From an optimization exercise on the open Yosys and OpenROAD flow, aimed at small area, a short achievable clock period and few clock cycles per item; shortcuts taken in it are not production practice. Only simulation tests tie the RTL to the original design; equivalence was not proved.

==> run Y <==
==> flow/design.v <==
module FIR_core_N (
	output reg signed [37:0] dout,
	output reg valid_out,
	output reg signed [15:0] fl,
	output reg in_ready,
	input clk,
	input rstn,
	input signed [15:0] din,
	input valid_in,
	input signed [15:0] cin,
	input [5:0] caddr,
	input cload);
	reg signed [15:0] c [0:62];
	reg signed [15:0] x [0:62];
	reg [5:0] clr;
	reg clrd;
	reg busy;
	reg [2:0] t;
	reg last, v1;
	reg signed [37:0] acc, s_r;
	integer k;
	wire accept = valid_in & in_ready;
	wire sh = accept | ~clrd;
	always @(posedge clk) begin
		for (k = 0; k < 63; k = k + 1)
			if (cload && caddr == k) c[k] <= cin;
		if (sh) begin
			x[0] <= clrd ? din : 16'sd0;
			for (k = 1; k < 63; k = k + 1) x[k] <= x[k-1];
		end
	end
	reg signed [31:0] prod [0:7];
	integer l;
	always @(*) begin
		for (l = 0; l < 8; l = l + 1) begin
			if (t == 3'd7 && l == 7) prod[l] = 32'sd0;
			else prod[l] = x[{t, l[2:0]}] * c[{t, l[2:0]}];
		end
	end
	reg signed [31:0] pr [0:7];
	reg [2:0] t1;
	reg bz1;
	reg signed [37:0] qsum;
	always @(*) begin
		qsum = 38'sd0;
		for (l = 0; l < 8; l = l + 1) qsum = qsum + pr[l];
	end
	wire signed [37:0] acc_n = (t1 == 3'd0 ? 38'sd0 : acc) + qsum;
	always @(posedge clk) begin
		for (l = 0; l < 8; l = l + 1) pr[l] <= prod[l];
		t1 <= t;
		if (bz1) acc <= acc_n;
		if (bz1 && t1 == 3'd7) s_r <= acc_n;
	end
	always @(posedge clk or negedge rstn) begin
		if (!rstn) begin
			clr <= 6'd0;
			clrd <= 1'b0;
			in_ready <= 1'b0;
			busy <= 1'b0;
			t <= 3'd0;
			last <= 1'b0;
			v1 <= 1'b0;
			bz1 <= 1'b0;
			valid_out <= 1'b0;
		end else begin
			if (!clrd) clr <= clr + 6'd1;
			if (clr == 6'd62) clrd <= 1'b1;
			if (accept) begin
				busy <= 1'b1;
				t <= 3'd0;
				in_ready <= 1'b0;
			end else if (busy) begin
				t <= t + 3'd1;
				if (t == 3'd6) in_ready <= 1'b1;
				if (t == 3'd7) busy <= 1'b0;
			end else if (clr == 6'd62) begin
				in_ready <= 1'b1;
			end
			bz1 <= busy;
			v1 <= bz1 && t1 == 3'd7;
			valid_out <= v1;
		end
	end
	wire [15:0] f;
	fx2fp u_fx2fp (.fx(s_r[31:0]), .fp(f));
	always @(posedge clk) begin
		dout <= s_r;
		fl <= f;
	end
endmodule
module fx2fp (input [31:0] fx, output [15:0] fp);
	wire [31:0] m = fx[31] ? (~fx + 32'd1) : fx;
	wire z4 = ~|m[31:16];
	wire [31:0] a4 = z4 ? {m[15:0], 16'b0} : m;
	wire z3 = ~|a4[31:24];
	wire [31:0] a3 = z3 ? {a4[23:0], 8'b0} : a4;
	wire z2 = ~|a3[31:28];
	wire [31:0] a2 = z2 ? {a3[27:0], 4'b0} : a3;
	wire z1 = ~|a2[31:30];
	wire [31:0] a1 = z1 ? {a2[29:0], 2'b0} : a2;
	wire z0 = ~a1[31];
	wire [31:0] a0 = z0 ? {a1[30:0], 1'b0} : a1;
	wire [4:0] e = 5'd30 - {z4, z3, z2, z1, z0};
	assign fp = (|fx) ? {fx[31], e, a0[30:21]} : 16'd0;
endmodule
==> flow/run.sh <==
#!/bin/bash
# synth_recipe.tcl (not shown) runs the flow's synth.tcl, then flattens the netlist and writes it again
# the make line also repeats each setting of config.mk as NAME=value (left out here)
make -C /OpenROAD-flow-scripts/flow DESIGN_CONFIG=/design/flow/config.mk WORK_HOME=/design/flow/orfs CLKGATE_MAP_FILE= SYNTH_SCRIPT=/design/flow/synth_recipe.tcl finish
==> flow/config.mk <==
export PLATFORM = sky130hd
export DESIGN_NAME = FIR_core_N
export DESIGN_NICKNAME = FIR_core_N
export VERILOG_FILES = /design/flow/design.v
export SDC_FILE = /design/flow/constraint.sdc
export NUM_CORES = 4
export LEC_CHECK = 0
export CAP_MARGIN = 20
export CORE_MARGIN = 2
export CORE_UTILIZATION = 40
export SLEW_MARGIN = 20
==> flow/constraint.sdc <==
create_clock -name core_clock -period 11.5 [get_ports {clk}]
set_input_delay 2.3000 -clock core_clock [delete_from_list [all_inputs] [get_ports {clk}]]
set_output_delay 2.3000 -clock core_clock [all_outputs]
set_load 0.01 [all_outputs]
==> run A: changes against run Y <==
==> flow/design.v, changed modules only <==
module FIR_core_N (
	output reg signed [37:0] dout,
	output reg valid_out,
	output reg signed [15:0] fl,
	output reg in_ready,
	input clk,
	input rstn,
	input signed [15:0] din,
	input valid_in,
	input signed [15:0] cin,
	input [5:0] caddr,
	input cload);
	reg signed [15:0] c [0:62];
	reg signed [15:0] x [0:62];
	reg [5:0] clr;
	reg clrd;
	reg busy;
	reg [2:0] t;
	reg last, v1;
	reg signed [37:0] acc, s_r;
	integer k;
	wire accept = valid_in & in_ready;
	wire sh = accept | ~clrd;
	always @(posedge clk) begin
		for (k = 0; k < 63; k = k + 1)
			if (cload && caddr == k) c[k] <= cin;
		if (sh) begin
			x[0] <= clrd ? din : 16'sd0;
			for (k = 1; k < 63; k = k + 1) x[k] <= x[k-1];
		end
	end
	reg signed [31:0] prod [0:7];
	reg signed [37:0] psum;
	integer l;
	always @(*) begin
		psum = 38'sd0;
		for (l = 0; l < 8; l = l + 1) begin
			if (t == 3'd7 && l == 7) prod[l] = 32'sd0;
			else prod[l] = x[{t, l[2:0]}] * c[{t, l[2:0]}];
			psum = psum + prod[l];
		end
	end
	wire signed [37:0] acc_n = (t == 3'd0 ? 38'sd0 : acc) + psum;
	always @(posedge clk) begin
		if (busy) acc <= acc_n;
		if (busy && t == 3'd7) s_r <= acc_n;
	end
	always @(posedge clk or negedge rstn) begin
		if (!rstn) begin
			clr <= 6'd0;
			clrd <= 1'b0;
			in_ready <= 1'b0;
			busy <= 1'b0;
			t <= 3'd0;
			last <= 1'b0;
			v1 <= 1'b0;
			valid_out <= 1'b0;
		end else begin
			if (!clrd) clr <= clr + 6'd1;
			if (clr == 6'd62) clrd <= 1'b1;
			if (accept) begin
				busy <= 1'b1;
				t <= 3'd0;
				in_ready <= 1'b0;
			end else if (busy) begin
				t <= t + 3'd1;
				if (t == 3'd6) in_ready <= 1'b1;
				if (t == 3'd7) busy <= 1'b0;
			end else if (clr == 6'd62) begin
				in_ready <= 1'b1;
			end
			v1 <= busy && t == 3'd7;
			valid_out <= v1;
		end
	end
	wire [15:0] f;
	fx2fp u_fx2fp (.fx(s_r[31:0]), .fp(f));
	always @(posedge clk) begin
		dout <= s_r;
		fl <= f;
	end
endmodule
==> metrics.cfg <==
[global_route]
grt_pass1_wl_um = 770600

[status]
status = timing/DRC/antenna clean

[clock_network]
post-cts-setup-buffers = 0

[power_and_ir_drop]
power_density_mw_per_mm2 = 99.36

[synthesis]
synth-compound-area-share_pct = 5.942
synthMuxAreaShare_pct = 2.111
synthTopCellsByCount = inv_1, fa_1, edfxtp_1

[sta]
layout_setup_ws_ns = 1.061

[setup_path]
crit_arrival_ns = 11.17

[hold_path]
hp-start = s_r[36]

[finish]
fin_cells = 20274

That was run Y.
==> metrics.cfg <==
[finish]
n_antenna_cell = 16
fin_cells = 20126

[synthesis]
synth-compound-area-share_pct = 5.266
synthMuxAreaShare_pct = 1.929
synthTopCellsByCount = inv_1, fa_1, edfxtp_1
yosysTopAreaCellShare_pct = 38.79

[global_route]
grt_pass1_wl_um = 787100
met3_usage_pct = 5.258

[status]
so_faults = setup timing
status = finished with violations

[sta]
setup_viol = 66
layout_setup_ws_ns = -4.200

[clock_network]
cts_htree_levels = 4
post-cts-setup-buffers = 8

[power_and_ir_drop]
power_density_mw_per_mm2 = 84.54

[setup_path]
crit_arrival_ns = 16.31

[die]
num_tap_cells = 5405

That was run A.
Testbench counts of run Y, summed over its fixed seeds: cycles 3,104, items 384.
Testbench counts of run A, summed over its fixed seeds: cycles 3,096, items 384.

what the ideal ports hide:
No port has a modelled driver above. Below, the same layouts with a new extraction and two added sets of constraints. Step 1: set_driving_cell puts a clkbuf_16 on clk and a buf_2 on each other input, an assumption about the parent block. Step 2 adds t to the input delays and takes it off the output delays; t is the mean of the earliest and latest rising clock arrival at the registers after step 1. Input paths then give back, and output paths get back, about the clock's delay inside the block. Three values: no drivers, after step 1, after step 2; two values: the first two.
run | shift t [ns] | setup WS [ns] | worst register clock-pin slew, ns | worst slew at a driven data input, ns
run Y | 1.040 | 1.061 / 1.061 / 1.061 | 0.07 / 0.07 | 0.09
run A | 0.990 | -4.200 / -4.200 / -4.200 | 0.07 / 0.07 | 0.07
